Background: an optimization exercise with open tools, aiming at a short achievable clock period and few clock cycles. Do not read the settings as production practice.
The RTL was checked by simulation tests, not by an equivalence proof against the original design.
Power is estimated from default activity; no workload was simulated.

===== flow/config.mk =====
export PLATFORM = sky130hd
export DESIGN_NAME = MIPS_MultiCycle
export DESIGN_NICKNAME = MIPS_MultiCycle
export VERILOG_FILES = /design/flow/design.v
export SDC_FILE = /design/flow/constraint.sdc
export NUM_CORES = 4
export LEC_CHECK = 0
export ABC_CLOCK_PERIOD_IN_PS = 3000
export CAP_MARGIN = 20
export CORE_MARGIN = 2
export CORE_UTILIZATION = 45
export SLEW_MARGIN = 20

===== flow/constraint.sdc =====
create_clock -name core_clock -period 10.0 [get_ports {clk}]
set_input_delay 2.0000 -clock core_clock [delete_from_list [all_inputs] [get_ports {clk}]]
set_output_delay 2.0000 -clock core_clock [all_outputs]
set_load 0.01 [all_outputs]

===== flow/design.v =====
module MIPS_MultiCycle(clk, reset, mem_addr, mem_we, mem_wdata, mem_rdata);
  input clk, reset;
  output wire [31:0] mem_addr;
  output wire mem_we;
  output wire [31:0] mem_wdata;
  input [31:0] mem_rdata;
  localparam BI = 6;               
  localparam NB = 1 << BI;
  localparam TW = 16 - 2 - BI;     
  reg [31:0] aq;         
  reg [31:0] ao;         
  reg        mcyc;       
  reg        mwe;        
  reg        mlw;        
  reg [31:0] wq;         
  reg        dv;         
  reg        ev;         
  reg        lrv;        
  reg        wpend;      
  reg [31:0] rfv;        
  reg [NB-1:0] bv;       
  reg        buv;        
  reg        seq;        
  reg [31:0] ras;        
  reg [4:0]  mrd;        
  reg [31:0] fpc;        
  reg [31:0] lrt;
  reg [31:0] ir;
  reg [31:0] pc_d;
  reg [31:0] pc4_d;      
  reg [13:0] pm1_d, pp1_d;   
  reg        pt_d;       
  reg [31:0] ptgt_d;     
  reg        hit_d;      
  reg [31:0] pc_e;
  reg [13:0] pm1_e, pp1_e;
  reg [31:0] a_e;           
  reg [31:0] b_e;           
  reg [31:0] s_e;           
  reg [4:0]  sa_e, sb_e;     
  reg        useimm_e;
  reg        op_and_e, op_or_e, op_add_e, op_slt_e;
  reg        inv_e;          
  reg        wr_e;
  reg [4:0]  rd_e;
  reg        back_e;         
  reg        lw_e, sw_e, br_e, bne_e, jal_e, jr_e, j_e;
  reg        pt_e;
  reg [31:0] ptgt_e;
  reg [31:0] fall_e;         
  reg [31:0] btgt_e;         
  reg [31:0] alt_e;          
  reg [31:0] chk_e;          
  reg        hit_e;
  reg [31:0] W;
  reg [4:0]  wtag;
  reg [31:0] rf [0:31];
  reg [TW-1:0] btag [0:NB-1];
  reg [1:0]    btyp [0:NB-1];    
  reg [13:0]   btgt [0:NB-1];
  reg [1:0]    bctr [0:NB-1];
  reg [2:0]    biter [0:NB-1];   
  reg [2:0]    btrip [0:NB-1];   
  reg          pq_hit;
  reg [1:0]    pq_typ;
  reg [1:0]    pq_ctr;
  reg [13:0]   pq_tgt;
  reg          pq_lexit;        
  reg [BI-1:0] bu_idx;
  reg [TW-1:0] bu_tag;
  reg [1:0]    bu_typ;
  reg [13:0]   bu_tgt;
  reg [1:0]    bu_ctr;
  reg [2:0]    bu_iter, bu_trip;
  reg          bu_wt;           
  reg          bu_inv;          
  assign mem_addr = ao;
  assign mem_we = mwe;
  assign mem_wdata = wq;
  wire [BI-1:0] lidx = aq[BI+1:2];
  wire l_bu = buv && (bu_idx == lidx);
  wire l_v = l_bu ? !bu_inv : bv[lidx];
  wire [TW-1:0] l_tag = l_bu ? bu_tag : btag[lidx];
  wire [1:0] l_typ = l_bu ? bu_typ : btyp[lidx];
  wire [1:0] l_ctr = l_bu ? bu_ctr : bctr[lidx];
  wire [13:0] l_tgt = (l_bu && bu_wt) ? bu_tgt : btgt[lidx];
  wire [2:0] l_iter = l_bu ? bu_iter : biter[lidx];
  wire [2:0] l_trip = l_bu ? bu_trip : btrip[lidx];
  wire l_hit = l_v && (l_tag == aq[15:BI+2]);
  wire f_hit = pq_hit && seq;
  wire f_pt = f_hit && (pq_typ != 2'd0 || (pq_ctr[1] && !pq_lexit));
  wire [31:0] f_ptgt = (pq_typ == 2'd2) ? ras : {aq[31:16], pq_tgt, 2'b00};
  wire [31:0] f_seq = aq + 32'd4;
  wire fr_j = mem_rdata[31:26] == 6'b000010;
  wire fr_jr = mem_rdata[31:26] == 6'b000001;
  wire [31:0] fr_jt = {f_seq[31:28], mem_rdata[25:0], 2'b00};
  wire fx_pt = f_pt || fr_j || fr_jr;
  wire [31:0] fx_tgt = fr_j ? fr_jt : fr_jr ? ras : f_ptgt;
  wire [31:0] f_next = fx_pt ? fx_tgt : f_seq;
  wire [5:0] op = ir[31:26];
  wire [5:0] fn = ir[5:0];
  wire [4:0] rs = ir[25:21];
  wire [4:0] rt = ir[20:16];
  wire [4:0] rdf = ir[15:11];
  wire [31:0] sext = {{16{ir[15]}}, ir[15:0]};
  wire d_r    = op == 6'b000000;
  wire d_addi = op == 6'b001000;
  wire d_andi = op == 6'b001100;
  wire d_beq  = op == 6'b000100;
  wire d_bne  = op == 6'b000101;
  wire d_jr   = op == 6'b000001;
  wire d_jal  = op == 6'b000011;
  wire d_j    = op == 6'b000010;
  wire d_lw   = op == 6'b100011;
  wire d_sw   = !(d_r | d_addi | d_andi | d_beq | d_bne | d_jr | d_jal | d_j | d_lw);
  wire d_br   = d_beq | d_bne;
  wire [31:0] d_fall = pc4_d;
  wire [31:0] d_btgt = pc4_d + {sext[29:0], 2'b00};
  wire [31:0] d_jtgt = {pc4_d[31:28], ir[25:0], 2'b00};
  reg        d_pt;
  reg [31:0] d_ptgt;
  always @* begin
    d_pt = 1'b0;
    d_ptgt = d_fall;
    if (d_j) begin
      d_pt = 1'b1; d_ptgt = d_jtgt;
    end else if (d_br) begin
      if (pt_d) begin
        d_pt = 1'b1; d_ptgt = ptgt_d;
      end else if (!hit_d && ir[15]) begin
        d_pt = 1'b1; d_ptgt = d_btgt;
      end
    end else if (d_jal) begin
      d_pt = pt_d; d_ptgt = ptgt_d;
    end else if (d_jr) begin
      d_pt = 1'b1; d_ptgt = pt_d ? ptgt_d : ras;
    end
  end
  wire d_redirect = dv && ((d_j && (!pt_d || (d_jtgt != ptgt_d))) ||
                           (d_br && !pt_d && !hit_d && ir[15]) ||
                           (d_jr && !pt_d) ||
                           (!(d_j || d_br || d_jal || d_jr) && pt_d));
  wire [31:0] d_next = d_pt ? d_ptgt : d_fall;
  wire f_add = fn == 6'b100000;
  wire f_sub = fn == 6'b100010;
  wire f_or  = fn == 6'b100101;
  wire f_slt = fn == 6'b101010;
  wire [31:0] rf_rs = rfv[rs] ? rf[rs] : 32'd0;
  wire [31:0] rf_rt = rfv[rt] ? rf[rt] : 32'd0;
  wire [31:0] d_rs = (wpend && wtag == rs) ? W : rf_rs;
  wire [31:0] d_b = (wpend && wtag == rt) ? W : rf_rt;
  wire [31:0] d_a = d_jal ? d_b : d_rs;       
  wire [4:0] d_sa = d_jal ? rt : rs;
  wire [31:0] a_x = a_e;
  wire [31:0] b_x = b_e;
  wire [32:0] e_sum = {1'b0, a_x} + {1'b0, b_x} + {32'd0, inv_e};
  wire [31:0] e_add = e_sum[31:0];
  wire [31:0] e_lres = 
                      ({32{op_and_e}} & (a_x & b_x)) | ({32{op_or_e}} & (a_x | b_x)) |
                      ({32{jal_e}} & fall_e);
  wire [31:0] e_res = op_add_e ? e_add : op_slt_e ? {31'd0, !e_sum[32]} : e_lres;
  wire e_eq = a_x == b_x;
  wire e_chk = a_x == chk_e;
  wire e_taken = bne_e ? !e_eq : e_eq;
  wire run = !mcyc;                   
  wire ex = run && ev;
  wire bok_e = ptgt_e == btgt_e;      
  wire e_brmis = ex && br_e && (pt_e ? (bok_e && !e_taken) : e_taken);
  wire e_brlate = ex && br_e && pt_e && !bok_e;      
  wire e_useadd = ex && (lw_e || sw_e || (jal_e && !pt_e));
  wire e_late = (ex && (jal_e || jr_e) && pt_e && !e_chk) || e_brlate;
  wire e_kill = e_brmis || (ex && jal_e && !pt_e) || e_late;    
  wire e_mem = ex && (lw_e || sw_e);
  wire e_wr = ex && wr_e;
  wire wr_now = mcyc ? mlw : (ex && wr_e);
  wire [4:0] wtag_now = mcyc ? mrd : rd_e;
  wire [31:0] wval_now = mcyc ? mem_rdata : e_res;
  wire [13:0] sw_w = aq[15:2];
  wire ov_e = ev && (sw_w == pc_e[15:2] || sw_w == pm1_e || sw_w == pp1_e);
  wire ov_d = dv && (sw_w == pc_d[15:2] || sw_w == pm1_d || sw_w == pp1_d);
  wire flush = mcyc && mwe && (ov_e || ov_d);
  wire [31:0] refetch = ev ? pc_e : pc_d;
  wire e_ctl = br_e || j_e || jal_e || jr_e;
  wire [BI-1:0] eidx = pm1_e[BI-1:0];
  wire [1:0] r_ctr = bctr[eidx];
  wire [2:0] r_iter = biter[eidx];
  wire [2:0] r_trip = btrip[eidx];
  wire r_hit = bv[eidx] && btag[eidx] == pm1_e[13:BI] && btyp[eidx] == 2'd0;
  wire [1:0] e_ctr_new = !r_hit ? (e_taken ? 2'd2 : 2'd1) :
                         e_taken ? (r_ctr == 2'd3 ? 2'd3 : r_ctr + 2'd1) :
                                   (r_ctr == 2'd0 ? 2'd0 : r_ctr - 2'd1);
  wire [2:0] e_iter_new = !e_taken ? 3'd0 : !r_hit ? 3'd1 : (r_iter == 3'd7 ? 3'd7 : r_iter + 3'd1);
  wire [2:0] e_trip_new = !r_hit ? (e_taken ? 3'd7 : 3'd0) : e_taken ? r_trip : r_iter;
  wire [31:0] e_jtgt = jal_e ? e_add : jr_e ? a_x : j_e ? ptgt_e : btgt_e;
  wire [31:0] nf = d_redirect ? d_next : f_next;
  wire r_other = e_useadd || e_brmis || lrv || d_redirect;    
  always @(posedge clk or posedge reset) begin
    if (reset) begin
      aq <= 32'd0; ao <= 32'd0; mcyc <= 1'b0; mwe <= 1'b0; mlw <= 1'b0; wq <= 32'd0;
      dv <= 1'b0; ev <= 1'b0; lrv <= 1'b0; wpend <= 1'b0; rfv <= 32'd0;
      bv <= {NB{1'b0}}; buv <= 1'b0; ras <= 32'd0; seq <= 1'b0;
    end else begin
      wpend <= wr_now;
      if (wpend) rfv[wtag] <= 1'b1;
      if (dv && d_jal) ras <= d_fall;
      if (buv) begin
        if (bu_inv) bv[bu_idx] <= 1'b0;
        else bv[bu_idx] <= 1'b1;
      end
      buv <= ex && (br_e ? (r_hit || e_taken || back_e) : jal_e || (!e_ctl && hit_e));
      if (run) begin
        ev <= dv && !e_kill && !lrv;
        dv <= !e_kill && !d_redirect && !lrv;
        if (!r_other && fr_j) aq <= fr_jt;
        else if (!r_other && fr_jr) aq <= ras;
        else if (e_useadd) aq <= e_add;
        else if (e_brmis) aq <= alt_e;
        else if (lrv) aq <= lrt;
        else if (d_redirect) aq <= d_next;
        else aq <= f_pt ? f_ptgt : f_seq;
        if (!r_other && fr_j) ao <= fr_jt;
        else if (!r_other && fr_jr) ao <= ras;
        else if (e_brmis) ao <= alt_e;
        else if (e_useadd) ao <= e_add;
        else if (lrv) ao <= lrt;
        else if (d_redirect) ao <= d_next;
        else ao <= f_pt ? f_ptgt : f_seq;
        seq <= !(e_brmis || (ex && jal_e && !pt_e) || lrv || d_redirect || fx_pt);
        lrv <= e_late;
        mcyc <= e_mem;
        mwe <= e_mem && sw_e;
        mlw <= e_mem && lw_e;
        wq <= s_e;
      end else begin
        mcyc <= 1'b0;
        mwe <= 1'b0;
        mlw <= 1'b0;
        if (flush) begin
          ev <= 1'b0;
          dv <= 1'b0;
          aq <= refetch;
          ao <= refetch;
          seq <= 1'b0;
        end else if (d_redirect) begin
          aq <= d_next;
          ao <= d_next;
          seq <= 1'b0;
        end else begin
          aq <= fpc;
          ao <= fpc;
        end
      end
    end
  end
  always @(posedge clk) begin
    if (wpend) rf[wtag] <= W;
    if (wr_now) begin
      W <= wval_now;
      wtag <= wtag_now;
    end
    if (buv) begin
      btag[bu_idx] <= bu_tag;
      btyp[bu_idx] <= bu_typ;
      bctr[bu_idx] <= bu_ctr;
      biter[bu_idx] <= bu_iter;
      btrip[bu_idx] <= bu_trip;
      if (bu_wt) btgt[bu_idx] <= bu_tgt;
    end
    bu_idx <= eidx;
    bu_tag <= pm1_e[13:BI];
    bu_typ <= jr_e ? 2'd2 : br_e ? 2'd0 : 2'd1;
    bu_tgt <= e_jtgt[15:2];
    bu_ctr <= e_ctr_new;
    bu_iter <= e_iter_new;
    bu_trip <= e_trip_new;
    bu_wt <= !br_e || e_taken;
    bu_inv <= !e_ctl;
    lrt <= br_e ? (e_taken ? btgt_e : fall_e) : jal_e ? e_add : a_x;
    if (run) begin
      pc_e <= pc_d;
      pm1_e <= pm1_d; pp1_e <= pp1_d;
      a_e <= d_jal ? ((e_wr && rd_e == rt) ? e_res : d_b) : ((e_wr && rd_e == rs) ? e_res : d_rs);
      b_e <= d_jal ? d_fall : (!d_r && !d_br) ? sext :
             (d_r && (f_sub || f_slt)) ? ~((e_wr && rd_e == rt) ? e_res : d_b) :
             (e_wr && rd_e == rt) ? e_res : d_b;
      inv_e <= d_r && (f_sub || f_slt);
      s_e <= (e_wr && rd_e == rt) ? e_res : d_b;
      sa_e <= d_sa; sb_e <= rt;
      useimm_e <= !d_r && !d_br;
      op_add_e <= (d_r && (f_add || f_sub)) || d_addi || d_lw || d_sw;
      op_or_e  <= d_r && f_or;
      op_slt_e <= d_r && f_slt;
      op_and_e <= (d_r && !f_add && !f_sub && !f_or && !f_slt) || d_andi;
      wr_e <= d_r || d_addi || d_andi || d_jal;
      rd_e <= d_r ? rdf : rt;
      lw_e <= d_lw; sw_e <= d_sw; br_e <= d_br; bne_e <= d_bne;
      jal_e <= d_jal; jr_e <= d_jr; j_e <= d_j;
      pt_e <= d_pt; ptgt_e <= d_ptgt;
      fall_e <= d_fall; btgt_e <= d_btgt;
      chk_e <= d_jal ? (ptgt_d - pc4_d) : d_ptgt;
      alt_e <= d_pt ? d_fall : d_btgt;
      hit_e <= hit_d;
      back_e <= ir[15];
      ir <= mem_rdata;
      pq_hit <= l_hit;
      pq_typ <= l_typ;
      pq_ctr <= l_ctr;
      pq_tgt <= l_tgt;
      pq_lexit <= (l_trip != 3'd7) && (l_iter == l_trip);
      pc_d <= aq;
      pm1_d <= aq[15:2] - 14'd1;
      pp1_d <= aq[15:2] + 14'd1;
      pc4_d <= f_seq;
      pt_d <= fx_pt; ptgt_d <= fx_tgt; hit_d <= f_hit;
      fpc <= nf;
      mrd <= rd_e;
    end else begin
      if (mlw && mrd == sa_e) a_e <= mem_rdata;
      if (mlw && mrd == sb_e && !useimm_e) b_e <= inv_e ? ~mem_rdata : mem_rdata;
      if (mlw && mrd == sb_e) s_e <= mem_rdata;
      if (dv) begin
        pt_d <= d_pt; ptgt_d <= d_ptgt;
      end
    end
  end
endmodule

===== flow/flow/run.sh =====
#!/bin/bash
set -uo pipefail
bash standard.sh SETUP_SLACK_MARGIN=6.5 finish > standard.log 2>&1

===== flow/standard.sh =====
#!/bin/bash
# synth_recipe.tcl (not shown) runs the flow's synth.tcl, then flattens the netlist and writes it again
# the make line also repeats each setting of config.mk as NAME=value (left out here)
make -C /OpenROAD-flow-scripts/flow DESIGN_CONFIG=/design/flow/config.mk WORK_HOME=/design/flow/orfs CLKGATE_MAP_FILE= SYNTH_SCRIPT=/design/flow/synth_recipe.tcl "${@:-finish}"

==> results of run 1 <==
## flip-flops by register name (all words and copies together), names as in the netlist, 128 cells and up, named ones only
register,count
rf,1024
btgt,896
btag,512
biter,192
btrip,192
bctr,128
btyp,128
## cells in the mapped netlist, types with 20 or more instances
library cell,number,area share (%)
sky130_fd_sc_hd__a211o_1,35,0.16
sky130_fd_sc_hd__o22ai_1,25,0.084
sky130_fd_sc_hd__mux2i_1,154,0.83
sky130_fd_sc_hd__a21oi_1,366,0.98
sky130_fd_sc_hd__o21a_1,65,0.26
sky130_fd_sc_hd__nand3_1,129,0.35
sky130_fd_sc_hd__a31oi_1,84,0.28
sky130_fd_sc_hd__o31ai_1,77,0.31
sky130_fd_sc_hd__o211a_1,20,0.11
sky130_fd_sc_hd__o21ai_0,529,1.4
sky130_fd_sc_hd__ha_1,135,0.91
sky130_fd_sc_hd__dfxtp_1,93,1.0
sky130_fd_sc_hd__dfrtp_1,233,3.1
sky130_fd_sc_hd__a221o_1,34,0.18
sky130_fd_sc_hd__and3_1,41,0.14
sky130_fd_sc_hd__and2_1,20,0.067
sky130_fd_sc_hd__a211oi_1,85,0.34
sky130_fd_sc_hd__buf_1,143,0.29
sky130_fd_sc_hd__inv_1,195,0.39
sky130_fd_sc_hd__buf_2,121,0.33
sky130_fd_sc_hd__nor2_1,538,1.1
sky130_fd_sc_hd__nor4_1,48,0.16
sky130_fd_sc_hd__a21o_1,87,0.35
sky130_fd_sc_hd__or3_1,24,0.081
sky130_fd_sc_hd__edfxtp_1,3628,59
sky130_fd_sc_hd__a22oi_1,40,0.16
sky130_fd_sc_hd__nand4_1,70,0.24
sky130_fd_sc_hd__nand2b_1,41,0.14
sky130_fd_sc_hd__o21bai_1,30,0.12
sky130_fd_sc_hd__nor2b_1,28,0.094
sky130_fd_sc_hd__o211ai_1,70,0.28
sky130_fd_sc_hd__clkbuf_1,501,1.0
sky130_fd_sc_hd__a221oi_1,43,0.20
sky130_fd_sc_hd__mux2_2,129,0.78
sky130_fd_sc_hd__xor2_1,118,0.56
sky130_fd_sc_hd__mux4_2,1679,20
sky130_fd_sc_hd__nor3_1,116,0.31
sky130_fd_sc_hd__xnor2_1,275,1.3
sky130_fd_sc_hd__nand2_1,734,1.5
## report_power, final
| group | total, W | internal [W] | leakage, nW | switching, W |
|---|---|---|---|---|
| Clock | 0.0160 | 0.00919 | 6.76 | 0.00678 |
| Sequential | 0.0251 | 0.0223 | 37.0 | 0.00287 |
| Combinational | 0.0395 | 0.0169 | 31.0 | 0.0225 |
## how the worst max path moves through the flow
stage | startpoint | cells past startpoint | slack, ns | end
6_report | inv_e | 15 | 5.83 | b_e[29]
5_1_grt | inv_e | 15 | 5.79 | b_e[29]
4_1_cts | inv_e | 15 | 6.05 | b_e[0]
3_5_place_dp | mem_rdata[27] | 9 | 3.86 | ao[10]
3_3_place_gp | mem_rdata[27] | 9 | 3.84 | ao[10]
2_1_floorplan | reset | 1 | 4.95 | async pin
## layout make-up
cell class | count | area (µm²)
tap | 5474 | 6850
fill | 31800 | 187000
inverter | 201 | 841
clock inverter | 240 | 2680
timing repair buffer | 1220 | 14800
antenna | 24 | 60.1
sequential | 3954 | 117000
clock buffer | 533 | 11300
multi-input combinational | 6124 | 71800
## layer usage
| metal | part of all wire (%) | vias up | GRT usage [%] |
|---|---|---|---|
| met5 | 0.0096 | - | 0 |
| met4 | 8.0 | 8 | 21.1 |
| met3 | 10 | 2020 | 6.63 |
| met2 | 46 | 7939 | 49.9 |
| met1 | 36 | 63400 | 41.8 |
| li1 | - | 47100 | - |
## cells in the final DEF, fill, tap and decap left out, types with 42 or more instances in the layout
| master | synthesis | final |
|---|---|---|
| sky130_fd_sc_hd__buf_6 | 2 | 172 |
| sky130_fd_sc_hd__mux4_2 | 1679 | 1679 |
| sky130_fd_sc_hd__o21ai_2 | 0 | 65 |
| sky130_fd_sc_hd__nor2_2 | 1 | 65 |
| sky130_fd_sc_hd__nor2_4 | 0 | 77 |
| sky130_fd_sc_hd__o21ai_1 | 4 | 99 |
| sky130_fd_sc_hd__mux2i_1 | 154 | 113 |
| sky130_fd_sc_hd__edfxtp_1 | 3628 | 3628 |
| sky130_fd_sc_hd__clkbuf_1 | 501 | 83 |
| sky130_fd_sc_hd__a21oi_1 | 366 | 286 |
| sky130_fd_sc_hd__buf_8 | 0 | 42 |
| sky130_fd_sc_hd__o211ai_1 | 70 | 70 |
| sky130_fd_sc_hd__buf_12 | 0 | 121 |
| sky130_fd_sc_hd__buf_4 | 10 | 670 |
| sky130_fd_sc_hd__clkinv_2 | 0 | 71 |
| sky130_fd_sc_hd__nand2_1 | 734 | 681 |
| sky130_fd_sc_hd__a31oi_1 | 84 | 66 |
| sky130_fd_sc_hd__mux2_2 | 129 | 116 |
| sky130_fd_sc_hd__nor2_1 | 538 | 397 |
| sky130_fd_sc_hd__o21a_1 | 65 | 56 |
| sky130_fd_sc_hd__o21ai_0 | 529 | 335 |
| sky130_fd_sc_hd__nand3_1 | 129 | 111 |
| sky130_fd_sc_hd__clkbuf_16 | 0 | 438 |
| sky130_fd_sc_hd__inv_1 | 195 | 156 |
| sky130_fd_sc_hd__dfrtp_1 | 233 | 205 |
| sky130_fd_sc_hd__xnor2_1 | 275 | 241 |
| sky130_fd_sc_hd__clkinv_1 | 4 | 68 |
| sky130_fd_sc_hd__dfxtp_1 | 93 | 46 |
| sky130_fd_sc_hd__nand4_1 | 70 | 70 |
| sky130_fd_sc_hd__a21oi_2 | 0 | 56 |
| sky130_fd_sc_hd__a21o_1 | 87 | 84 |
| sky130_fd_sc_hd__ha_1 | 135 | 77 |
| sky130_fd_sc_hd__bufinv_16 | 0 | 47 |
| sky130_fd_sc_hd__o31ai_1 | 77 | 62 |
| sky130_fd_sc_hd__buf_16 | 0 | 98 |
| sky130_fd_sc_hd__nor3_1 | 116 | 91 |
| sky130_fd_sc_hd__a211oi_1 | 85 | 47 |
| sky130_fd_sc_hd__xor2_1 | 118 | 99 |
## metrics by stage
stage	cell area, µm²	hold WS (ns)
finish	225000	0.450
global route	225000	0.455
CTS	221000	0.450
detailed placement	195000	0.433
global placement	195000	0.427
floorplan	187000	0.346
## repair_timing
action | 4_1_cts | 5_1_grt
pin swaps | 228 | 234
buffers inserted | 440 | 164
gates resized for setup | 1429 | 463
endpoints found under the setup margin | 644 | 450
gates cloned | 94 | 19
## worst register-to-register path, cell delays in order, from the launching register on
cell,delay (ns)
sky130_fd_sc_hd__edfxtp_1,0.43
sky130_fd_sc_hd__buf_12,0.16
sky130_fd_sc_hd__fa_2,0.37
sky130_fd_sc_hd__buf_6,0.14
sky130_fd_sc_hd__a211o_4,0.34
sky130_fd_sc_hd__a211oi_4,0.24
sky130_fd_sc_hd__buf_4,0.16
sky130_fd_sc_hd__o21a_4,0.16
sky130_fd_sc_hd__o21ai_4,0.09
sky130_fd_sc_hd__nand4b_1,0.36
sky130_fd_sc_hd__and2_4,0.29
sky130_fd_sc_hd__o211ai_1,0.30
sky130_fd_sc_hd__a21oi_2,0.16
sky130_fd_sc_hd__a21oi_2,0.25
sky130_fd_sc_hd__mux2i_2,0.38
sky130_fd_sc_hd__a211oi_1,0.09
## cell families after synthesis
kind of cell    after synthesis  synth area share [%]
fa+ha+maj                   139                 0.950
compound gates             1766                  6.11
buf+inv                     978                  2.08
xor+xnor                    393                  1.85
mux                        1962                  21.9
simple gates               1858                  4.45
flops                      3954                  62.6
==> impl_results.rst, run 1 <==
.. list-table::
   :header-rows: 1

   * - Metric
     - Value
   * - Area Growth Syn to Fin
     - 20.9%
   * - Ordered cell list for the critical path
     - buf_12 > fa_2 > buf_6 > a211o_4 > a211oi_4 > buf_4 > o21a_4 > o21ai_4 > nand4b_1 > and2_4 > o211ai_1 > a21oi_2 > a21oi_2 > mux2i_2 > a211oi_1
   * - Total core area
     - 0.413 mm²
   * - Layout cell share with drive strength beyond 1
     - 37.5%
   * - Total nets after synthesis
     - 11200
   * - Number of CTS-inserted buffers
     - 415
   * - Top Ports
     - 99
   * - Hold Path Sink
     - pc_e[22]
   * - Post-synthesis sequential area ratio
     - 62.6%
   * - Worst flop-to-flop path startpoint
     - inv_e
   * - Post-layout utilization of the core
     - 54.6%
   * - Largest net degree at the start of global routing
     - 154
   * - Total chip power
     - 0.0806 W
   * - Final worst setup slack
     - 5.83 ns
   * - First-pass GRT wire length
     - 942 mm
   * - Highest clock rate
     - 0.240 GHz
   * - Antenna violations before repair
     - 27
   * - Number of clock sinks
     - 3954
   * - Hold buffers post-CTS
     - 0
   * - Number of DRC markers in iteration 0
     - 17000
   * - P_leak
     - 74.8 nW
   * - Number of cells traversed by the worst register-to-register path
     - 15
   * - Slowest cell delay on critical path
     - 0.43 ns
   * - Worst reg-to-reg setup slack
     - 5.83 ns
   * - Time the final worst path needs with I/O delays and setup
     - 4.17 ns
   * - Reg2reg end
     - b_e[29]
   * - Setup crit end kind
     - register
   * - Most Frequent Cell on Critical Path
     - sky130_fd_sc_hd__a21oi_2
   * - Effective utilization at floorplan
     - 45.1%
   * - Final Hold Fails
     - 0
   * - Count of cells along the worst hold path
     - 0
   * - Maximum count of clock buffers along a single path
     - 4
   * - Clock insertion delay at the later pin of the skew report
     - 1.02 ns
   * - Global-route total usage across every layer
     - 32.3%
   * - Maximum fanout encountered on the critical timing path
     - 3
   * - Detailed-route via count
     - 120000
   * - Max-capacitance violation count
     - 0
   * - Count of buffers inserted at the top-level ports
     - 98
   * - Chip Height
     - 647 µm
   * - Netlist Area Pre-Place
     - 0.186 mm²
   * - Yosys synthesis warning count
     - 1
   * - Async set or reset register ratio after synthesis
     - 5.89%
   * - Maximum vdd drop
     - 0.000282 V
   * - Average instance area after synthesis
     - 16.8 µm²
   * - Number of max-slew violations in the final report
     - 0
   * - Number of nets in the layout
     - 12100
   * - RSZ-0062 raised after global routing
     - true
   * - Drt wl/cell
     - 38.8 µm
   * - Die area
     - 0.419 mm²
   * - CP delay by family, top
     - compound AO/OA/AOI/OAI gates
   * - Worst EP arrival
     - 4.89 ns
   * - Headroom to the max-slew limit
     - 14.4%
   * - Total DRC errors in the routed layout
     - 0
   * - Status
     - finished clean
   * - HPWL after detailed placement
     - 394 mm
   * - Number of different library cells in the post-synthesis netlist
     - 90
   * - Std cell rows
     - 236
   * - Pwr per Cell Area
     - 358 mW/mm²
   * - Startpoint-to-endpoint class of the critical path
     - register to register
   * - CTS tree
     - built
   * - Clock transition at the register clock pins on the worst setup and hold paths after CTS
     - 0.06 ns
   * - Vias per std cell
     - 6.78
   * - Master of the slowest instance on the critical path
     - sky130_fd_sc_hd__edfxtp_1
   * - Ratio of final minimum period to clock period
     - 41.7%
   * - Worst Path Required
     - 10.72 ns
   * - Synth Register Bits
     - 3954
   * - Final non-filler cell total
     - 17800
   * - Launch point of the worst hold path
     - pc_d[22]
   * - Slew at the pin closest to its max-slew limit
     - 1.28 ns
   * - Post-synth top flop
     - sky130_fd_sc_hd__edfxtp_1
   * - Total iterations of the first detailed-routing run
     - 12
   * - DRT Wirelength
     - 689 mm
   * - CTS Root Buffer Type
     - sky130_fd_sc_hd__clkbuf_16
   * - Level count of the clock H-tree
     - 5
   * - Number of placed instances with taps included
     - 16200
   * - Setup-violating endpoint count in the final report
     - 0
   * - Vias in the first global route
     - 119000
   * - Final antenna-violating net count
     - 0
   * - Number of cells produced by synthesis
     - 11100
   * - Type of the worst min-delay path
     - register to register
   * - Die W
     - 647 µm
   * - Final weighted congestion in routability-driven placement
     - 0.977
   * - Critical Path Source Type
     - register
   * - Post-route setup TNS
     - 0 ns
   * - Number of buffer and inverter stages on the critical path
     - 3
   * - Post-synth EDFFs
     - 3628
   * - Layout Skew
     - 0.0710 ns
   * - Gr ovfl total
     - 0
   * - Worst Setup Slack post-DPL
     - 3.86 ns
Testbench counts, summed over its fixed seeds: cycles 271,954.
==> inputs of run 2 (changes only) <==
--- a/flow/design.v
+++ b/flow/design.v
@@ -41,4 +41,3 @@
   reg        useimm_e;
-  reg        op_and_e, op_or_e, op_add_e, op_slt_e;
-  reg        inv_e;          
+  reg        op_and_e, op_or_e, op_add_e, op_sub_e, op_slt_e;
   reg        wr_e;
@@ -155,4 +154,5 @@
   wire [31:0] b_x = b_e;
-  wire [32:0] e_sum = {1'b0, a_x} + {1'b0, b_x} + {32'd0, inv_e};
-  wire [31:0] e_add = e_sum[31:0];
+  wire [31:0] e_add = a_x + b_x;
+  wire [31:0] e_sub = a_x - b_x;
+  wire e_lt = a_x < b_x;
   wire [31:0] e_lres = 
@@ -160,3 +160,5 @@
                       ({32{jal_e}} & fall_e);
-  wire [31:0] e_res = op_add_e ? e_add : op_slt_e ? {31'd0, !e_sum[32]} : e_lres;
+  wire [31:0] e_res = op_add_e ? e_add : op_sub_e ? e_sub : op_slt_e ? {31'd0, e_lt} : e_lres;
+  wire e_isfast = op_add_e || op_sub_e || op_slt_e;
+  wire [31:0] e_fast = ({32{op_add_e}} & e_add) | ({32{op_sub_e}} & e_sub) | {31'd0, op_slt_e & e_lt};
   wire e_eq = a_x == b_x;
@@ -174,5 +176,7 @@
   wire e_wr = ex && wr_e;
+  wire fw_a = e_wr && (d_jal ? rd_e == rt : rd_e == rs);
+  wire fw_b = e_wr && rd_e == rt && (d_r || d_br);
   wire wr_now = mcyc ? mlw : (ex && wr_e);
   wire [4:0] wtag_now = mcyc ? mrd : rd_e;
-  wire [31:0] wval_now = mcyc ? mem_rdata : e_res;
+  wire [31:0] wval_now = (!mcyc && e_isfast) ? e_fast : mcyc ? mem_rdata : e_lres;
   wire [13:0] sw_w = aq[15:2];
@@ -281,11 +285,10 @@
       pm1_e <= pm1_d; pp1_e <= pp1_d;
-      a_e <= d_jal ? ((e_wr && rd_e == rt) ? e_res : d_b) : ((e_wr && rd_e == rs) ? e_res : d_rs);
-      b_e <= d_jal ? d_fall : (!d_r && !d_br) ? sext :
-             (d_r && (f_sub || f_slt)) ? ~((e_wr && rd_e == rt) ? e_res : d_b) :
-             (e_wr && rd_e == rt) ? e_res : d_b;
-      inv_e <= d_r && (f_sub || f_slt);
-      s_e <= (e_wr && rd_e == rt) ? e_res : d_b;
+      a_e <= (fw_a && e_isfast) ? e_fast : fw_a ? e_lres : d_a;
+      b_e <= (fw_b && e_isfast) ? e_fast : fw_b ? e_lres :
+             d_jal ? d_fall : (!d_r && !d_br) ? sext : d_b;
+      s_e <= (e_wr && rd_e == rt && e_isfast) ? e_fast : (e_wr && rd_e == rt) ? e_lres : d_b;
       sa_e <= d_sa; sb_e <= rt;
       useimm_e <= !d_r && !d_br;
-      op_add_e <= (d_r && (f_add || f_sub)) || d_addi || d_lw || d_sw;
+      op_add_e <= (d_r && f_add) || d_addi || d_lw || d_sw;
+      op_sub_e <= d_r && f_sub;
       op_or_e  <= d_r && f_or;
@@ -318,3 +321,3 @@
       if (mlw && mrd == sa_e) a_e <= mem_rdata;
-      if (mlw && mrd == sb_e && !useimm_e) b_e <= inv_e ? ~mem_rdata : mem_rdata;
+      if (mlw && mrd == sb_e && !useimm_e) b_e <= mem_rdata;
       if (mlw && mrd == sb_e) s_e <= mem_rdata;
--- a/flow/config.mk
+++ b/flow/config.mk
@@ -10,3 +10,3 @@
 export CORE_MARGIN = 2
-export CORE_UTILIZATION = 45
+export CORE_UTILIZATION = 30
 export SLEW_MARGIN = 20
==> impl_results.rst, run 2 <==
.. list-table::
   :header-rows: 1

   * - Metric
     - Value
   * - Status
     - finished clean
   * - Vias in the first global route
     - 117000
   * - Number of max-slew violations in the final report
     - 0
   * - Number of CTS-inserted buffers
     - 408
   * - Count of buffers inserted at the top-level ports
     - 98
   * - P_leak
     - 74.8 nW
   * - Total iterations of the first detailed-routing run
     - 9
   * - Layout Skew
     - 0.126 ns
   * - Setup-violating endpoint count in the final report
     - 0
   * - Slew at the pin closest to its max-slew limit
     - 1.17 ns
   * - Worst hold margin
     - 0.440 ns
   * - Sequential Area
     - 0.117 mm²
   * - Maximum fanout encountered on the critical timing path
     - 7
   * - Ratio of final minimum period to clock period
     - 42.8%
   * - DRT Wirelength
     - 709 mm
   * - CTS tree
     - built
   * - Commonest non-fill, non-tap cells in the layout
     - sky130_fd_sc_hd__edfxtp_1 (3628), sky130_fd_sc_hd__mux4_2 (1688), sky130_fd_sc_hd__buf_4 (729)
   * - Launch point of the worst hold path
     - s_e[18]
   * - Layout cell share with drive strength beyond 1
     - 37.3%
   * - Post-synth EDFFs
     - 3628
   * - Maximum count of clock buffers along a single path
     - 4
   * - Clock transition at the register clock pins on the worst setup and hold paths after CTS
     - 0.07 ns
   * - Level count of the clock H-tree
     - 5
   * - Total core area
     - 0.622 mm²
   * - Leading post-synthesis cells by cell area
     - sky130_fd_sc_hd__edfxtp_1 (58%), sky130_fd_sc_hd__mux4_2 (20%), sky130_fd_sc_hd__dfrtp_1 (3.1%)
   * - Number of different library cells in the post-synthesis netlist
     - 95
   * - Final Hold Fails
     - 0
   * - Final antenna-violating net count
     - 0
   * - RSZ-0062 raised after global routing
     - true
   * - Post-synthesis sequential area ratio
     - 62.4%
   * - Setup crit end kind
     - register
   * - Effective utilization at floorplan
     - 30.1%
   * - Number of DRC markers in iteration 0
     - 19600
   * - Max-capacitance violation count
     - 0
   * - Flip-flop count of the largest register, all copies and words added
     - 1024
   * - Std cell rows
     - 290
   * - Die W
     - 794 µm
   * - Yosys synthesis warning count
     - 1
   * - Startpoint of the worst setup timing path
     - a_e[27]
   * - Area used by multi-input combinational logic
     - 0.0730 mm²
   * - Post-synth top flop
     - sky130_fd_sc_hd__edfxtp_1
   * - Number of clock sinks
     - 3954
   * - Antenna violations before repair
     - 75
   * - Worst reg-to-reg setup slack
     - 5.72 ns
   * - Chip Height
     - 794 µm
   * - Critical Path Source Type
     - register
   * - Headroom to the max-slew limit
     - 21.8%
   * - Worst EP arrival
     - 5.20 ns
   * - Type of the worst min-delay path
     - register to register
   * - Time the final worst path needs with I/O delays and setup
     - 4.28 ns
   * - Worst flop-to-flop path startpoint
     - a_e[27]
   * - Highest clock rate
     - 0.234 GHz
   * - Gr ovfl total
     - 0
   * - Dominant cell type by area after synthesis
     - sky130_fd_sc_hd__edfxtp_1
   * - Number of cells produced by synthesis
     - 11200
   * - Most frequently used cell type in the post-synthesis netlist
     - sky130_fd_sc_hd__edfxtp_1
   * - Slowest cell delay on critical path
     - 0.51 ns
   * - First-pass GRT wire length
     - 962 mm
   * - Leading cell type in the layout, fill and taps excluded
     - sky130_fd_sc_hd__edfxtp_1
   * - Hold buffers post-CTS
     - 0
   * - Post-route setup TNS
     - 0 ns
   * - Cell types with the highest counts after synthesis
     - sky130_fd_sc_hd__edfxtp_1 (3628), sky130_fd_sc_hd__mux4_2 (1688), sky130_fd_sc_hd__nand2_1 (724)
   * - Drt wl/cell
     - 34.0 µm
   * - Largest net degree at the start of global routing
     - 150
   * - Maximum vdd drop
     - 0.000215 V
   * - Global-route total usage across every layer
     - 21.5%
   * - Pwr per Cell Area
     - 360 mW/mm²
   * - Synth top area share
     - 58.3%
   * - Clock insertion delay at the later pin of the skew report
     - 1.07 ns
   * - Total DRC errors in the routed layout
     - 0
   * - Vias per std cell
     - 5.89
   * - Number of fill cells in the layout
     - 57300
   * - Startpoint-to-endpoint class of the critical path
     - register to register
   * - Detailed-route via count
     - 123000
   * - Biggest register
     - rf
   * - CTS Root Buffer Type
     - sky130_fd_sc_hd__clkbuf_16
   * - Die area
     - 0.630 mm²
   * - Master of the slowest instance on the critical path
     - sky130_fd_sc_hd__or4_4
   * - Top Ports
     - 99
   * - Top Registers
     - rf: 1024 flops, btgt: 896 flops, btag: 512 flops
   * - Area Growth Syn to Fin
     - 22.4%
   * - Average instance area after synthesis
     - 16.6 µm²
   * - Number of nets in the layout
     - 12300
   * - Final weighted congestion in routability-driven placement
     - 1.00
   * - Ordered cell list for the critical path
     - inv_2 > ha_4 > nor4_4 > buf_4 > nand4_1 > nor3_4 > xnor2_4 > mux2_8 > or4_4 > nor3_4 > buf_6 > buf_12 > buf_6 > buf_12 > a221o_1 > a21oi_2 > o21ai_1
   * - Netlist Area Pre-Place
     - 0.187 mm²
   * - HPWL after detailed placement
     - 423 mm
   * - Synth Register Bits
     - 3954
   * - Total nets after synthesis
     - 11500
   * - Async set or reset register ratio after synthesis
     - 5.89%
   * - Worst Path Required
     - 10.92 ns
-- run 2: cell types whose count changed after synthesis, sizes merged, moves of 37 or more --
cell	before	now
a21oi	366	449
clkbuf	501	545
mux2	129	92
mux2i	154	192
nor2	539	675
o21bai	30	68
o31ai	77	36
xnor2	275	207
xor2	118	155
-- run 2: layer usage --
metal | GRT usage [%] | routed length [µm] | vias to the layer above
met1 | 29.4 | 271000 | 64600
met2 | 31.8 | 306000 | 8654
met5 | 0.734 | 876 | -
met4 | 8.80 | 37000 | 44
li1 | - | - | 47600
met3 | 6.36 | 93500 | 1675
-- run 2: cells by family after synthesis --
kind of cell,synth area share (%)
AO/OA/AOI/OAI,6.19
XOR/XNOR,1.70
adder cells (fa/ha/maj),1.16
buffers and inverters,2.08
flip-flops,62.4
multiplexers,21.9
AND/OR/NAND/NOR,4.59
-- run 2: metrics by stage --
step | area (µm²) | total power [W] | setup WS [ns] | cells | utilization [%]
2_1_floorplan | 188000 | 0.0432 | 4.95 | 11200 | -
3_3_place_gp | 200000 | 0.0567 | 4.44 | 19300 | 32.1
3_5_place_dp | 200000 | 0.0568 | 4.39 | 19300 | 32.1
4_1_cts | 224000 | 0.0788 | 5.82 | 20500 | 36.1
5_1_grt | 229000 | 0.0842 | 5.73 | 20800 | 36.8
6_report | 229000 | 0.0825 | 5.72 | 20800 | 36.8
-- run 2: critical path, delay by kind of cell, from the launching register on --
family / cells / cell delay (ns)
compound gates: 3 / 0.32
xor+xnor: 1 / 0.21
fa+ha+maj: 1 / 0.23
buf+inv: 6 / 0.82
flops: 1 / 0.46
mux: 1 / 0.44
simple gates: 5 / 1.73
-- run 2: final timing paths --
| check | endpoint | depth (start not counted) |
|---|---|---|
| setup / recovery | ao[15] | 17 |
| hold / removal | wq[18] | 1 |
| min in group asynchronous | async pin | 2 |
| hold reg to reg | wq[18] | 1 |
| setup reg to reg | ao[15] | 17 |
| max in group asynchronous | rfv[8] | 3 |
-- run 2: timing repair --
| item | in CTS | in global routing |
|---|---|---|
| gates cloned | 82 | 18 |
| resized for setup | 1502 | 439 |
| setup buffers | 433 | 187 |
| pin swaps | 242 | 196 |
| setup endpoints to repair | 529 | 422 |
-- run 2: final cells by class --
class                           instances  area share (%)
Timing Repair Buffer                 1228            6.09
Timing Repair inverter                  1         0.00328
Clock buffer                          507            4.73
Inverter                              210           0.376
Antenna cell                           51          0.0558
Clock inverter                        246            1.25
Tap cell                             8322            4.55
Sequential cell                      3954            51.0
Multi-Input combinational cell       6296            31.9
-- run 2: power breakdown --
part,internal [W],switching [W]
sequential,0.0223,0.00300
clock,0.00888,0.00690
combinational,0.0171,0.0243
total,0.0483,0.0342
Testbench counts of run 2, summed over its fixed seeds: cycles 271,954.
==> inputs of run 3 (changes only) <==
--- a/flow/design.v
+++ b/flow/design.v
@@ -34,2 +34,4 @@
   reg        hit_d;      
+  reg        dth_d;      
+  reg [1:0]  dtc_d;      
   reg [31:0] pc_e;
@@ -45,2 +47,4 @@
   reg        back_e;         
+  reg        dth_e;
+  reg [1:0]  dtc_e;
   reg        lw_e, sw_e, br_e, bne_e, jal_e, jr_e, j_e;
@@ -62,2 +66,11 @@
   reg [2:0]    btrip [0:NB-1];   
+  localparam DI = 6;
+  localparam DW = 16 - 2 - DI;
+  reg [DW-1:0] dtag [0:(1<<DI)-1];
+  reg [1:0]    dctr [0:(1<<DI)-1];
+  reg [(1<<DI)-1:0] dval;
+  reg          du_v;
+  reg [DI-1:0] du_idx;
+  reg [DW-1:0] du_tag;
+  reg [1:0]    du_ctr;
   reg          pq_hit;
@@ -128,3 +141,3 @@
         d_pt = 1'b1; d_ptgt = ptgt_d;
-      end else if (!hit_d && ir[15]) begin
+      end else if (!hit_d && (dth_d ? dtc_d[1] : ir[15])) begin
         d_pt = 1'b1; d_ptgt = d_btgt;
@@ -138,3 +151,3 @@
   wire d_redirect = dv && ((d_j && (!pt_d || (d_jtgt != ptgt_d))) ||
-                           (d_br && !pt_d && !hit_d && ir[15]) ||
+                           (d_br && !pt_d && !hit_d && (dth_d ? dtc_d[1] : ir[15])) ||
                            (d_jr && !pt_d) ||
@@ -199,3 +212,4 @@
   wire [31:0] nf = d_redirect ? d_next : f_next;
-  wire r_other = e_useadd || e_brmis || lrv || d_redirect;    
+  wire [31:0] f_rest = lrv ? lrt : d_redirect ? d_next : fr_j ? fr_jt : fr_jr ? ras :
+                       f_pt ? f_ptgt : f_seq;
   always @(posedge clk or posedge reset) begin
@@ -204,3 +218,3 @@
       dv <= 1'b0; ev <= 1'b0; lrv <= 1'b0; wpend <= 1'b0; rfv <= 32'd0;
-      bv <= {NB{1'b0}}; buv <= 1'b0; ras <= 32'd0; seq <= 1'b0;
+      bv <= {NB{1'b0}}; buv <= 1'b0; dval <= {(1<<DI){1'b0}}; du_v <= 1'b0; ras <= 32'd0; seq <= 1'b0;
     end else begin
@@ -213,2 +227,4 @@
       end
+      du_v <= ex && br_e;
+      if (du_v) dval[du_idx] <= 1'b1;
       buv <= ex && (br_e ? (r_hit || e_taken || back_e) : jal_e || (!e_ctl && hit_e));
@@ -217,16 +233,8 @@
         dv <= !e_kill && !d_redirect && !lrv;
-        if (!r_other && fr_j) aq <= fr_jt;
-        else if (!r_other && fr_jr) aq <= ras;
-        else if (e_useadd) aq <= e_add;
+        if (e_useadd) aq <= e_add;
         else if (e_brmis) aq <= alt_e;
-        else if (lrv) aq <= lrt;
-        else if (d_redirect) aq <= d_next;
-        else aq <= f_pt ? f_ptgt : f_seq;
-        if (!r_other && fr_j) ao <= fr_jt;
-        else if (!r_other && fr_jr) ao <= ras;
-        else if (e_brmis) ao <= alt_e;
+        else aq <= f_rest;
+        if (e_brmis) ao <= alt_e;
         else if (e_useadd) ao <= e_add;
-        else if (lrv) ao <= lrt;
-        else if (d_redirect) ao <= d_next;
-        else ao <= f_pt ? f_ptgt : f_seq;
+        else ao <= f_rest;
         seq <= !(e_brmis || (ex && jal_e && !pt_e) || lrv || d_redirect || fx_pt);
@@ -281,2 +289,11 @@
     bu_inv <= !e_ctl;
+    if (du_v) begin
+      dtag[du_idx] <= du_tag;
+      dctr[du_idx] <= du_ctr;
+    end
+    du_idx <= pc_e[DI+1:2];
+    du_tag <= pc_e[15:DI+2];
+    du_ctr <= !dth_e ? (e_taken ? 2'd2 : 2'd1) :
+              e_taken ? (dtc_e == 2'd3 ? 2'd3 : dtc_e + 2'd1) :
+                        (dtc_e == 2'd0 ? 2'd0 : dtc_e - 2'd1);
     lrt <= br_e ? (e_taken ? btgt_e : fall_e) : jal_e ? e_add : a_x;
@@ -305,2 +322,3 @@
       hit_e <= hit_d;
+      dth_e <= dth_d; dtc_e <= dtc_d;
       back_e <= ir[15];
@@ -317,2 +335,4 @@
       pt_d <= fx_pt; ptgt_d <= fx_tgt; hit_d <= f_hit;
+      dth_d <= dval[aq[DI+1:2]] && dtag[aq[DI+1:2]] == aq[15:DI+2];
+      dtc_d <= dctr[aq[DI+1:2]];
       fpc <= nf;
==> impl_results.rst, run 3 <==
.. list-table::
   :header-rows: 1

   * - Metric
     - Value
   * - Vias per std cell
     - 5.83
   * - Count of cells along the worst hold path
     - 0
   * - Highest clock rate
     - 0.257 GHz
   * - Setup-violating endpoint count in the final report
     - 0
   * - Top Registers
     - rf: 1024 flops, btgt: 896 flops
   * - Post-synth top flop
     - sky130_fd_sc_hd__edfxtp_1
   * - Ordered cell list for the critical path
     - buf_6
   * - Master of the slowest instance on the critical path
     - sky130_fd_sc_hd__dfrtp_4
   * - Maximum fanout encountered on the critical timing path
     - 2
   * - Sum of met3 wire segment lengths after detailed routing
     - 95.1 mm
   * - Status
     - finished clean
   * - WL met2
     - 357 mm
   * - Highest metal used
     - met5
   * - Type of the worst min-delay path
     - register to register
   * - Dominant cell type by area after synthesis
     - sky130_fd_sc_hd__edfxtp_1
   * - Time the final worst path needs with I/O delays and setup
     - 3.90 ns
   * - Maximum count of clock buffers along a single path
     - 4
   * - Worst Setup Slack post-DPL
     - 4.33 ns
   * - Chip Height
     - 853 µm
   * - First-pass GRT wire length
     - 1100 mm
   * - Number of DRC markers in iteration 0
     - 21200
   * - P_leak
     - 86.3 nW
   * - Global-route total usage across every layer
     - 21.2%
   * - Vias in the first global route
     - 134000
   * - Most frequently used cell type in the post-synthesis netlist
     - sky130_fd_sc_hd__edfxtp_1
   * - Top Ports
     - 99
   * - Number of max-slew violations in the final report
     - 0
   * - Headroom to the max-slew limit
     - 14.7%
   * - Slowest cell delay on critical path
     - 0.60 ns
   * - Clock transition at the register clock pins on the worst setup and hold paths after CTS
     - 0.06 ns
   * - Launch point of the worst hold path
     - dtc_d[0]
   * - Reg2reg end
     - ao[23]
   * - Startpoint-to-endpoint class of the critical path
     - register to output pin
   * - Max-capacitance violation count
     - 0
   * - Combinational group share of total power
     - 47.5%
   * - Leading cell type in the layout, fill and taps excluded
     - sky130_fd_sc_hd__edfxtp_1
   * - Ratio of final minimum period to clock period
     - 39.0%
   * - Level count of the clock H-tree
     - 6
   * - Largest net degree at the start of global routing
     - 146
   * - Post-synthesis sequential area ratio
     - 63.8%
   * - Synth Register Bits
     - 4681
   * - Hold Path Sink
     - dtc_e[0]
   * - Count of buffers inserted at the top-level ports
     - 98
   * - Sequential Area
     - 0.138 mm²
   * - CTS tree
     - built
   * - Synth top area share
     - 59.3%
   * - Gr ovfl total
     - 0
   * - Layout Skew
     - 0.0668 ns
   * - Post-layout utilization of the core
     - 36.7%
   * - Post-synth EDFFs
     - 4274
   * - Number of fill cells in the layout
     - 66300
   * - Total DRC errors in the routed layout
     - 0
   * - Flip-flop count of the largest register, all copies and words added
     - 1024
   * - Biggest register
     - rf
   * - Layout cell share with drive strength beyond 1
     - 33.9%
   * - Async set or reset register ratio after synthesis
     - 6.37%
   * - Number of different library cells in the post-synthesis netlist
     - 107
   * - Netlist Area Pre-Place
     - 0.216 mm²
   * - Average instance area after synthesis
     - 16.6 µm²
   * - Leading post-synthesis cells by cell area
     - sky130_fd_sc_hd__edfxtp_1 (59%), sky130_fd_sc_hd__mux4_2 (17%), sky130_fd_sc_hd__dfrtp_1 (3.4%)
   * - Final weighted congestion in routability-driven placement
     - 0.990
   * - Effective utilization at floorplan
     - 30.1%
   * - Worst hold margin
     - 0.444 ns
   * - Setup crit end kind
     - output pin
   * - Fraction of power consumed by the clock network
     - 20.6%
   * - DRT met1 WL
     - 304 mm
   * - Yosys synthesis warning count
     - 1
   * - Number of placed instances with taps included
     - 22200
   * - Die W
     - 853 µm
   * - Total iterations of the first detailed-routing run
     - 7
   * - Cell types with the highest counts after synthesis
     - sky130_fd_sc_hd__edfxtp_1 (4274), sky130_fd_sc_hd__mux4_2 (1670), sky130_fd_sc_hd__nand2_1 (772)
   * - RSZ-0062 raised after global routing
     - true
   * - Fraction of power spent switching nets
     - 40.8%
   * - Critical Path Source Type
     - register
   * - Net switching power figure
     - 0.0377 W
   * - Detailed-route via count
     - 139000
   * - Final antenna-violating net count
     - 0
   * - Worst reg-to-reg setup slack
     - 6.14 ns
   * - Area used by multi-input combinational logic
     - 0.0800 mm²
   * - DRT Wirelength
     - 806 mm
   * - Total nets after synthesis
     - 13200
   * - CTS Root Buffer Type
     - sky130_fd_sc_hd__clkbuf_16
   * - Int Pwr
     - 0.0548 W
   * - Pwr per Cell Area
     - 351 mW/mm²
   * - Area Growth Syn to Fin
     - 21.8%
   * - Number of buffer and inverter stages on the critical path
     - 1
   * - Final worst setup slack
     - 6.10 ns
   * - Std cell rows
     - 311
   * - Number of nets in the layout
     - 14100
   * - Worst flop-to-flop path startpoint
     - a_e[1]
   * - Drt wl/cell
     - 33.8 µm
   * - Post-route setup TNS
     - 0 ns
   * - CP delay by family, top
     - flip-flops
   * - Final Hold Fails
     - 0
   * - Worst EP arrival
     - 1.90 ns
   * - Maximum vdd drop
     - 0.000260 V
   * - Number of cells traversed by the worst register-to-register path
     - 16
   * - Part of the power in registers
     - 31.9%
   * - Commonest non-fill, non-tap cells in the layout
     - sky130_fd_sc_hd__edfxtp_1 (4274), sky130_fd_sc_hd__mux4_2 (1672), sky130_fd_sc_hd__nand2_1 (728)
   * - Die area
     - 0.728 mm²
   * - Final non-filler cell total
     - 23900
   * - Clock insertion delay at the later pin of the skew report
     - 1.13 ns
   * - Slew at the pin closest to its max-slew limit
     - 1.28 ns
   * - HPWL after detailed placement
     - 471 mm
   * - Number of CTS-inserted buffers
     - 519
   * - Worst Path Required
     - 8.00 ns
   * - Number of clock sinks
     - 4681
   * - Total core area
     - 0.718 mm²
   * - Number of cells produced by synthesis
     - 13000
   * - Antenna violations before repair
     - 86
-- run 3: how the worst max path moves through the flow --
stage | depth (start not counted) | endpoint | slack, ns | from
2_1_floorplan | 1 | async pin | 4.04 | reset
3_3_place_gp | 13 | ao[9] | 4.44 | a_e[28]
3_5_place_dp | 13 | ao[9] | 4.33 | a_e[28]
4_1_cts | 1 | mem_addr[12] | 6.04 | ao[12]
5_1_grt | 1 | mem_addr[3] | 6.07 | ao[3]
6_report | 1 | mem_addr[1] | 6.10 | ao[1]
-- run 3: final cells by class --
class | instances | area share, %
repair inverters | 3 | 0.00855
inverters | 231 | 0.370
flip-flops and latches | 4681 | 52.5
repair buffers | 1244 | 5.89
clock buffers | 680 | 5.36
diodes | 31 | 0.0295
clock inverters | 255 | 0.979
multi-input cells | 7207 | 30.4
well taps | 9546 | 4.53
-- run 3: through the flow --
step | total power, W | cell area (µm²)
after floorplan | 0.0495 | 217000
after global placement | 0.0634 | 230000
after detailed placement | 0.0636 | 230000
after CTS | 0.0889 | 259000
after global routing | 0.0948 | 263000
final | 0.0925 | 263000
-- run 3: power groups by stage --
stage          combinational, W  sequential, W  clock (W)
2_1_floorplan            0.0210         0.0284          0
3_3_place_gp             0.0331         0.0303          0
3_5_place_dp             0.0333         0.0303          0
4_1_cts                  0.0401         0.0295     0.0192
5_1_grt                  0.0452         0.0297     0.0200
6_report                 0.0439         0.0295     0.0191
-- run 3: timing repair --
| action | in CTS | in global routing |
|---|---|---|
| gates resized for setup | 1448 | 493 |
| setup buffers | 379 | 184 |
| endpoints found under the setup margin | 751 | 463 |
| pin swaps | 187 | 232 |
| hold buffers | 0 | 0 |
| cloned | 119 | 22 |
-- run 3: cells by family (layout without fill, tap and decap cells) --
kind of cell	Yosys count	in the layout	share of synthesized area [%]
AOI/OAI and AO/OA	2242	2242	6.89
xor gates and xnor gates	375	375	1.53
adders and majority gates	176	176	1.03
buffers and inverters	1131	2413	2.25
DFF	4681	4681	63.8
muxes	2195	2195	19.9
other	0	31	0
and+or+nand+nor	2216	2219	4.61
-- run 3: per-layer routing --
layer  vias up  global-route usage (%)
li1      55000                       -
met1     72800                    28.3
met2      9429                    32.3
met3      2011                    5.49
met4        40                    10.2
met5         -                       0
Testbench counts of run 3, summed over its fixed seeds: cycles 270,563.
==> inputs of run 4 (changes only) <==
--- a/flow/design.v
+++ b/flow/design.v
@@ -6,3 +6,3 @@
   input [31:0] mem_rdata;
-  localparam BI = 6;               
+  localparam BI = 5;               
   localparam NB = 1 << BI;
==> impl_results.rst, run 4 <==
.. list-table::
   :header-rows: 1

   * - Metric
     - Value
   * - Effective utilization at floorplan
     - 30.2%
   * - Xor/xnor share of the synthesized area
     - 1.86%
   * - Reg2reg end
     - s_e[28]
   * - Maximum fanout encountered on the critical timing path
     - 3
   * - Type of the worst min-delay path
     - register to register
   * - Headroom to the max-slew limit
     - 11.9%
   * - Post-synth EDFFs
     - 3282
   * - Simple logic cell fraction of the synthesized area
     - 5.12%
   * - Post-synthesis sequential area ratio
     - 62.5%
   * - Final worst setup slack
     - 6.10 ns
   * - Compound-gate portion of the synthesized area
     - 7.09%
   * - Slowest cell delay on critical path
     - 0.52 ns
   * - Maximum vdd drop
     - 0.000214 V
   * - Leading cell type in the layout, fill and taps excluded
     - sky130_fd_sc_hd__edfxtp_1
   * - Time the final worst path needs with I/O delays and setup
     - 3.90 ns
   * - First-pass GRT wire length
     - 861 mm
   * - Number of cells traversed by the worst register-to-register path
     - 12
   * - Worst Setup Slack post-DPL
     - 4.28 ns
   * - Number of cells produced by synthesis
     - 10700
   * - Startpoint-to-endpoint class of the critical path
     - register to register
   * - Layout Skew
     - 0.127 ns
   * - Total nets after synthesis
     - 10900
   * - Commonest non-fill, non-tap cells in the layout
     - sky130_fd_sc_hd__edfxtp_1 (3282), sky130_fd_sc_hd__mux4_2 (1390), sky130_fd_sc_hd__nand2_1 (712)
   * - Post-layout utilization of the core
     - 36.4%
   * - Pwr per Cell Area
     - 347 mW/mm²
   * - Level count of the clock H-tree
     - 5
   * - RSZ-0062 raised after global routing
     - true
   * - Antenna violations before repair
     - 52
   * - Flip-flop count of the largest register, all copies and words added
     - 1024
   * - Chip Height
     - 761 µm
   * - Net switching power figure
     - 0.0292 W
   * - Part of the power in registers
     - 33.3%
   * - Status
     - finished clean
   * - Top Registers
     - rf: 1024 flops, dtag: 512 flops, btgt: 448 flops
   * - Multiplexer fraction of the synthesized cell area
     - 20.0%
   * - Slew at the pin closest to its max-slew limit
     - 1.31 ns
   * - Combinational family with the most area after synthesis
     - multiplexers
   * - Average instance area after synthesis
     - 16.1 µm²
   * - Ratio of final minimum period to clock period
     - 39.0%
   * - Final antenna-violating net count
     - 0
   * - Count of cells along the worst hold path
     - 0
   * - Maximum count of clock buffers along a single path
     - 4
   * - Fraction of power consumed by the clock network
     - 20.2%
   * - Setup crit end kind
     - register
   * - Adder and majority gate portion of the synthesized area
     - 1.29%
   * - Worst flop-to-flop path startpoint
     - b_e[0]
   * - Worst EP arrival
     - 4.58 ns
   * - Hold Path Sink
     - pc_e[28]
   * - Critical Path Source Type
     - register
   * - Number of DRC markers in iteration 0
     - 16200
   * - Clock insertion delay at the later pin of the skew report
     - 1.05 ns
   * - P_leak
     - 68.2 nW
   * - Largest net degree at the start of global routing
     - 151
   * - Fraction of power spent switching nets
     - 40.6%
   * - Number of nets in the layout
     - 11500
   * - CTS tree
     - built
   * - Detailed-route via count
     - 112000
   * - Synth top area share
     - 57.4%
   * - Final Hold Fails
     - 0
   * - Max-capacitance violation count
     - 0
   * - Master of the slowest instance on the critical path
     - sky130_fd_sc_hd__o211ai_1
   * - Number of fill cells in the layout
     - 52900
   * - CTS Root Buffer Type
     - sky130_fd_sc_hd__clkbuf_16
   * - Dominant cell type by area after synthesis
     - sky130_fd_sc_hd__edfxtp_1
   * - Worst Path Required
     - 10.68 ns
   * - Number of CTS-inserted buffers
     - 378
   * - Drt wl/cell
     - 32.9 µm
   * - Most Frequent Cell on Critical Path
     - sky130_fd_sc_hd__o211ai_1
   * - Worst reg-to-reg setup slack
     - 6.10 ns
   * - Number of max-slew violations in the final report
     - 0
   * - Leading post-synthesis cells by cell area
     - sky130_fd_sc_hd__edfxtp_1 (57%), sky130_fd_sc_hd__mux4_2 (18%), sky130_fd_sc_hd__dfrtp_1 (3.9%)
   * - HPWL after detailed placement
     - 379 mm
   * - Most frequently used cell type in the post-synthesis netlist
     - sky130_fd_sc_hd__edfxtp_1
   * - DRT Wirelength
     - 632 mm
   * - Setup-violating endpoint count in the final report
     - 0
   * - Combinational group share of total power
     - 46.4%
   * - Total iterations of the first detailed-routing run
     - 7
   * - Yosys synthesis warning count
     - 1
   * - Gr ovfl total
     - 0
   * - Async set or reset register ratio after synthesis
     - 7.28%
   * - Count of buffers inserted at the top-level ports
     - 98
   * - Post-route setup TNS
     - 0 ns
   * - Int Pwr
     - 0.0428 W
   * - Vias in the first global route
     - 108000
   * - Ordered cell list for the critical path
     - ha_4 > fa_2 > nor2_4 > o211ai_1 > a211oi_2 > o21bai_2 > a221o_1 > a311oi_2 > xnor2_1 > nor2_2 > o21ai_2 > o211ai_1
   * - Cell types with the highest counts after synthesis
     - sky130_fd_sc_hd__edfxtp_1 (3282), sky130_fd_sc_hd__mux4_2 (1390), sky130_fd_sc_hd__nand2_1 (746)
   * - Top Ports
     - 99
   * - Die area
     - 0.579 mm²
   * - Number of different library cells in the post-synthesis netlist
     - 95
   * - Final weighted congestion in routability-driven placement
     - 1.00
   * - Synth Register Bits
     - 3656
   * - Biggest register
     - rf
   * - Layout cell share with drive strength beyond 1
     - 33.5%
   * - Total DRC errors in the routed layout
     - 0
   * - Launch point of the worst hold path
     - pc_d[28]
   * - Highest clock rate
     - 0.257 GHz
   * - Total core area
     - 0.570 mm²
   * - Std cell rows
     - 277
   * - Area Growth Syn to Fin
     - 20.8%
   * - Global-route total usage across every layer
     - 20.9%
   * - Post-synth top flop
     - sky130_fd_sc_hd__edfxtp_1
   * - Clock transition at the register clock pins on the worst setup and hold paths after CTS
     - 0.06 ns
   * - Vias per std cell
     - 5.83
   * - Die W
     - 761 µm
   * - Number of clock sinks
     - 3656
   * - Netlist Area Pre-Place
     - 0.172 mm²
[run 4: stage by stage]
step                power (W)  cell area (µm²)  std cells  hold WS (ns)
detailed placement     0.0512           183000      17900         0.412
floorplan              0.0398           173000      10700         0.346
CTS                    0.0695           203000      19000         0.409
global route           0.0740           207000      19200         0.425
global placement       0.0512           183000      17900         0.407
finish                 0.0720           208000      19200         0.416
[run 4: logic make-up (layout without fill, tap and decap cells)]
logic type,after synthesis,in the layout
AND/OR/NAND/NOR,1980,1985
XOR/XNOR,365,365
flip-flops,3656,3656
multiplexers,1669,1669
adder cells (fa/ha/maj),175,175
AO/OA/AOI/OAI,1858,1859
other,0,39
buffers and inverters,956,1915
[run 4: power by group through the flow]
stage | logic (W) | clock network (W) | registers [W]
2_1_floorplan | 0.0171 | 0 | 0.0227
3_3_place_gp | 0.0261 | 0 | 0.0250
3_5_place_dp | 0.0262 | 0 | 0.0251
4_1_cts | 0.0306 | 0.0147 | 0.0242
5_1_grt | 0.0345 | 0.0153 | 0.0242
6_report | 0.0334 | 0.0146 | 0.0240
[run 4: layout make-up]
class | count | area [µm²] | share of cell area (%)
diodes | 39 | 97.6 | 0.0470
clock buffers | 515 | 10300 | 4.98
clock inverters | 187 | 2310 | 1.12
inverters | 214 | 890 | 0.429
multi-input cells | 6053 | 66000 | 31.8
flip-flops and latches | 3656 | 108000 | 51.8
well taps | 7533 | 9430 | 4.54
repair buffers | 998 | 10900 | 5.25
repair inverters | 1 | 8.76 | 0.00422
[run 4: worst max-delay path by stage]
stage	start	endpoint	slack, ns	cells after the start
floorplan	reset	async pin	4.49	1
global placement	a_e[21]	ao[31]	4.34	16
detailed placement	a_e[21]	ao[31]	4.28	16
CTS	ao[20]	mem_addr[20]	6.18	1
global route	b_e[0]	s_e[28]	6.15	12
finish	b_e[0]	s_e[28]	6.10	12
[run 4: what timing repair did]
| action | in CTS | in global routing |
|---|---|---|
| gates cloned | 44 | 19 |
| hold buffers | 0 | 0 |
| gates resized for setup | 1097 | 436 |
| setup endpoints to repair | 539 | 319 |
| pin swaps | 139 | 197 |
| buffers inserted | 332 | 147 |
[run 4: routing by layer]
| layer | GRT usage, % | share of wire, % | up-vias |
|---|---|---|---|
| met1 | 27.2 | 38 | 58900 |
| met4 | 11.8 | 7.1 | 26 |
| met5 | 0 | 0.073 | - |
| met3 | 4.76 | 10 | 1612 |
| met2 | 32.1 | 45 | 6954 |
| li1 | - | - | 44500 |
[run 4: critical path: cells and delay by family, from the launching register on]
kind | cells | cell delay (ns)
adder cells (fa/ha/maj) | 2 | 0.59
AO/OA/AOI/OAI | 7 | 2.19
AND/OR/NAND/NOR | 2 | 0.27
flip-flops | 1 | 0.43
XOR/XNOR | 1 | 0.13
Testbench counts of run 4, summed over its fixed seeds: cycles 272,074.

[re-timing with driven ports]
The results above use ideal ports. As a check the final layouts listed here were re-extracted and re-timed, cells and wires unchanged. Step 1, drivers: a clkbuf_16 drives clk and a buf_2 each remaining input, both assumed. Step 2 moves the port delays by t, midway between the first and last clock arrival at a register: inputs arrive t later, outputs are due t later. That takes back most of the time a late clock gives input paths. a / b / c = ideal / step 1 / step 2; a / b = the first two.
run	shift t [ns]	setup slack, ns	worst setup path at the end
run 1	1.085	5.831 / 5.831 / 5.245	input to register
run 2	1.148	5.722 / 5.722 / 5.277	input to register
run 3	1.230	6.102 / 5.969 / 5.095	input to register
run 4	1.107	6.103 / 6.103 / 5.195	input to register
After both steps setup and hold are still met in every run listed. The setup slack of run 3, which loses most, moves by -0.133 ns with the drivers and by -1.007 ns with both steps.
